Background: an optimization exercise with open tools, aiming at small area and a short achievable clock period. Do not read the settings as production practice. Only simulation tests tie the RTL to the original design; equivalence was not proved. Power is estimated from default activity; no workload was simulated.

==> 02-06 <==
// KF6845
module KF6845 (
    input   logic           clock,
    input   logic           video_clock_enable,
    input   logic           reset,
    input   logic           CS_N,
    input   logic           RS,
    input   logic           ENABLE,
    input   logic           R_OR_W,
    input   logic   [7:0]   D_IN,
    output  logic   [7:0]   D_OUT,
    input   logic           LPSTB,
    output  logic           CURSOR,
    output  logic           HSYNC,
    output  logic           VSYNC,
    output  logic   [4:0]   RA,
    output  logic   [13:0]  MA,
    output  logic           DE
);
==> module KF6845_Bus_Control_Logic, before the edit <==
module KF6845_Bus_Control_Logic (
    input   logic           clock,
    input   logic           reset,
    input   logic           CS_N,
    input   logic           RS,
    input   logic           ENABLE,
    input   logic           R_OR_W,
    input   logic   [7:0]   D_IN,
    output  logic   [7:0]   internal_data_bus,
    output  logic   [15:0]  write_register,
    output  logic           read_next,
    output  logic   [4:0]   address
);
    logic   [7:0]   latch_data;
    always_ff @(posedge clock) begin
        latch_data  <= D_IN;
    end
    assign  internal_data_bus   = latch_data;
    logic           wr_addr_arm;
    logic           wr_reg_arm;
    wire    sel_wr  = ENABLE & ~CS_N & ~R_OR_W;
    assign  read_next   = ENABLE & ~CS_N &  R_OR_W & RS;
    always_ff @(posedge clock, posedge reset) begin
        if (reset) begin
            wr_addr_arm     <= 1'b0;
            wr_reg_arm      <= 1'b0;
        end
        else begin
            wr_addr_arm     <= sel_wr & ~RS;
            wr_reg_arm      <= sel_wr &  RS;
        end
    end
    always_ff @(posedge clock, posedge reset) begin
        if (reset)
            address             <= 5'h00;
        else if (wr_addr_arm & ~ENABLE)
            address             <= latch_data[4:0];
    end
    wire    write_reg   = wr_reg_arm & ~ENABLE;
    genvar i;
    generate
        for (i = 0; i < 16; i = i + 1) begin : g_we
            assign  write_register[i]   = write_reg & (address == i);
        end
    endgenerate
endmodule
==> module KF6845_Horizontal_Control, before the edit <==
module KF6845_Horizontal_Control (
    input   logic           clock,
    input   logic           video_clock_enable,
    input   logic           reset,
    input   logic   [7:0]   internal_data_bus,
    input   logic           write_horizontal_total_register,
    input   logic           write_horizontal_displayed_register,
    input   logic           write_horizontal_sync_position_register,
    input   logic           write_horizontal_sync_width_register,
    output  logic           Horizontal,
    output  logic           Horizontal_Half,
    output  logic           Horizontal_End,
    output  logic           H_Display,
    output  logic           HSYNC
);
    logic   [7:0]   horizontal_total;
    logic   [7:0]   horizontal_displayed;
    logic   [7:0]   horizontal_sync_position;
    logic   [3:0]   horizontal_sync_width;
    always_ff @(posedge clock, posedge reset) begin
        if (reset) begin
            horizontal_total            <= 8'h00;
            horizontal_displayed        <= 8'h00;
            horizontal_sync_position    <= 8'h00;
            horizontal_sync_width       <= 4'h0;
        end
        else begin
            if (write_horizontal_total_register)
                horizontal_total            <= internal_data_bus;
            if (write_horizontal_displayed_register)
                horizontal_displayed        <= internal_data_bus;
            if (write_horizontal_sync_position_register)
                horizontal_sync_position    <= internal_data_bus;
            if (write_horizontal_sync_width_register)
                horizontal_sync_width       <= internal_data_bus[3:0];
        end
    end
    logic   [7:0]   counter_plus_one;
    wire    [7:0]   next_horizontal_counter = Horizontal ? 8'h00 : counter_plus_one;
    always_ff @(posedge clock, posedge reset) begin
        if (reset)
            counter_plus_one    <= 8'h00;
        else if (video_clock_enable)
            counter_plus_one    <= Horizontal ? 8'h01 : counter_plus_one + 8'h01;
    end
    wire    wire_Horizontal         = (next_horizontal_counter == horizontal_total);
    wire    wire_Horizontal_Half    = (next_horizontal_counter == {1'b0, horizontal_total[7:1]});
    wire    wire_Horizontal_End     = (next_horizontal_counter == horizontal_displayed);
    wire    wire_Sync_Start         = (next_horizontal_counter == horizontal_sync_position);
    logic   [3:0]   horizontal_sync_width_counter;
    logic           reset_horizontal_sync_width;
    wire    [3:0]   next_horizontal_sync_width_counter =
                        reset_horizontal_sync_width ? 4'h0 :
                        HSYNC ? horizontal_sync_width_counter + 4'h1 : horizontal_sync_width_counter;
    wire    wire_reset_horizontal_sync_width = (next_horizontal_sync_width_counter == horizontal_sync_width);
    always_ff @(posedge clock, posedge reset) begin
        if (reset) begin
            horizontal_sync_width_counter   <= 4'h0;
            reset_horizontal_sync_width     <= 1'b0;
            Horizontal                      <= 1'b0;
            Horizontal_Half                 <= 1'b0;
            Horizontal_End                  <= 1'b0;
            H_Display                       <= 1'b0;
            HSYNC                           <= 1'b0;
        end
        else if (video_clock_enable) begin
            horizontal_sync_width_counter   <= next_horizontal_sync_width_counter;
            reset_horizontal_sync_width     <= wire_reset_horizontal_sync_width;
            Horizontal                      <= wire_Horizontal;
            Horizontal_Half                 <= wire_Horizontal_Half;
            Horizontal_End                  <= wire_Horizontal_End;
            H_Display                       <= ~wire_Horizontal_End & (wire_Horizontal | H_Display);
            HSYNC                           <= ~wire_reset_horizontal_sync_width & (wire_Sync_Start | HSYNC);
        end
    end
endmodule
export LEC_CHECK = 0
export ABC_AREA = 1
export CAP_MARGIN = 20
export CORE_MARGIN = 2
export CORE_UTILIZATION = 65
export PLACE_DENSITY = 0.75
export SETUP_SLACK_MARGIN = 2.05
export SLEW_MARGIN = 20
create_clock -name core_clock -period 4.0 [get_ports {clock}]
standard.sh (not shown) runs the stock make flow with config.mk's settings and CLKGATE_MAP_FILE= SYNTH_SCRIPT=/design/flow/synth_recipe.tcl, a recipe that flattens the netlist after the stock synthesis.
==> flow/flow/run.sh <==
#!/bin/bash
set -euo pipefail
export BUFFER_PORTS_ARGS="-buffer_cell sky130_fd_sc_hd__buf_2"
export CTS_ARGS="-sink_clustering_enable -repair_clock_nets -sink_clustering_size 16 -sink_clustering_max_diameter 60 -buf_list sky130_fd_sc_hd__clkbuf_8 -dont_use_dummy_load"
bash standard.sh finish > flow_make.log 2>&1
==> 09-26 (differences from 02-06) <==
--- a/flow/design.v
+++ b/flow/design.v
@@ -19,4 +19,7 @@
     logic           wr_addr_arm;
     logic           wr_reg_arm;
+    logic           wr_vt_arm;
+    logic           wr_adj_arm;
+    logic           wr_msl_arm;
     wire    sel_wr  = ENABLE & ~CS_N & ~R_OR_W;
     assign  read_next   = ENABLE & ~CS_N &  R_OR_W & RS;
@@ -25,8 +28,14 @@
             wr_addr_arm     <= 1'b0;
             wr_reg_arm      <= 1'b0;
+            wr_vt_arm       <= 1'b0;
+            wr_adj_arm      <= 1'b0;
+            wr_msl_arm      <= 1'b0;
         end
         else begin
             wr_addr_arm     <= sel_wr & ~RS;
             wr_reg_arm      <= sel_wr &  RS;
+            wr_vt_arm       <= sel_wr &  RS & (address == 5'h04);
+            wr_adj_arm      <= sel_wr &  RS & (address == 5'h05);
+            wr_msl_arm      <= sel_wr &  RS & (address == 5'h09);
         end
     end
@@ -41,5 +50,12 @@
     generate
         for (i = 0; i < 16; i = i + 1) begin : g_we
-            assign  write_register[i]   = write_reg & (address == i);
+            if (i == 4)
+                assign  write_register[i]   = wr_vt_arm & ~ENABLE;
+            else if (i == 5)
+                assign  write_register[i]   = wr_adj_arm & ~ENABLE;
+            else if (i == 9)
+                assign  write_register[i]   = wr_msl_arm & ~ENABLE;
+            else
+                assign  write_register[i]   = write_reg & (address == i);
         end
     endgenerate
@@ -88,5 +104,5 @@
             counter_plus_one    <= 8'h00;
         else if (video_clock_enable)
-            counter_plus_one    <= Horizontal ? 8'h01 : counter_plus_one + 8'h01;
+            counter_plus_one    <= next_horizontal_counter + 8'h01;
     end
     wire    wire_Horizontal         = (next_horizontal_counter == horizontal_total);
==> flow/flow/run.sh (replaced) <==
#!/bin/bash
set -euo pipefail
export BUFFER_PORTS_ARGS="-buffer_cell sky130_fd_sc_hd__buf_4"
export CTS_ARGS="-sink_clustering_enable -repair_clock_nets -sink_clustering_size 16 -sink_clustering_max_diameter 60 -buf_list sky130_fd_sc_hd__clkbuf_8 -dont_use_dummy_load"
bash standard.sh finish > flow_make.log 2>&1
- CORE_UTILIZATION: 65 -> 60
==> notes <==
Sequential share of layout area: 09-26 is lower than 02-06 (0.24 points).
Register-to-register slack is about the same in 02-06 and 09-26.
Of 02-06 and 09-26, 09-26 has the higher setup slack (gap 0.026 ns).
Between 02-06 and 09-26, the lower worst hold slack is in 09-26 (gap 0.0012 ns).
First-iteration DRC count is about the same in 02-06 and 09-26.
Between 02-06 and 09-26, the lower via count is in 02-06 (gap 1.3%, measured against 09-26).
Sequential cell count: 02-06 is lower than 09-26 (3).
Of 09-26 and 02-06, 09-26 has the higher clock-buffer cell count (gap 1).
Of 09-26 and 02-06, 09-26 has the higher fmax (gap about 1.3%, measured against 02-06).
Sequential power: 09-26 is larger than 02-06 (6.3%).
Total power: 02-06 is lower than 09-26 (11%).
==> figures <==
|  | 02-06 | 09-26 |
|---|---|---|
| Worst hold slack after final layout | 0.349 ns | 0.347 ns |
| Part of the total power dissipated in sequential elements | 0.520 | 0.490 |
| Clock buffer cells | 21 | 22 |
| Run status | finished clean | finished clean |
| P_sw | 2550 uW | 3020 uW |
| Part of the cycle the worst path needs | 0.484 | 0.477 |
| P_leak | 0.00658 uW | 0.00671 uW |
| Placement Setup Slack | 1.16 ns | 1.43 ns |
| Maximum clock skew at final layout | 0.0294 ns | 0.0460 ns |
| Placed cells | 1,717 | 1,765 |
| Netlist area before placement | 12,500 um^2 | 12,800 um^2 |
| DRC marker count from the first detailed-route iteration | 860 | 861 |
| Die boundary width | 143 um | 150 um |
| Clock share of power | 0.182 | 0.167 |
| Starting density of the core | 0.666 | 0.610 |
| Origin of the critical flop-to-flop path | u_Vertical_Control.character_row_counter[0] | u_Bus_Control_Logic.latch_data[1] |
| Mean instance size in the synthesized netlist | 8.65 um^2 | 8.64 um^2 |
| Number of fill cells | 1,433 | 1,675 |
| Post-CTS Setup Repair Bufs | 12 | 18 |
| Amount of wire on met3 after detailed routing | 2.21 mm | 1.97 mm |
| Worst setup margin | 2.07 ns | 2.09 ns |
| Worst skew pair latency | 0.55 ns | 0.56 ns |
| Hold Path Origin | D_IN[4] | D_IN[7] |

[separate check: timing with driven ports]
In the flow no input, the clock included, has a driving cell. The finished layouts below were timed again as built, in two steps.
Step 1 (the two cells are an assumption about what drives the block):
set clk [get_ports {clock}]
set_driving_cell -lib_cell sky130_fd_sc_hd__clkbuf_16 $clk
set_driving_cell -lib_cell sky130_fd_sc_hd__buf_2 [delete_from_list [all_inputs] $clk]
Step 2 adds t to the input delays and takes it off the output delays; t is the mean of the earliest and latest rising clock arrival at the registers after step 1. Input paths then give back, and output paths get back, about the clock's delay inside the block.
Slacks: no drivers / after step 1 / after step 2; pairs: no drivers / after step 1.
run	t (ns)	setup WS [ns]	worst slew at a driven data input, ns
02-06	0.574	2.065 / 2.066 / 1.514	0.03
09-26	0.574	2.091 / 2.051 / 1.602	0.04
After both steps every run listed still meets setup and hold. The setup slack of 02-06, which loses most, moves by +0.001 ns with the drivers and by -0.551 ns with both steps.
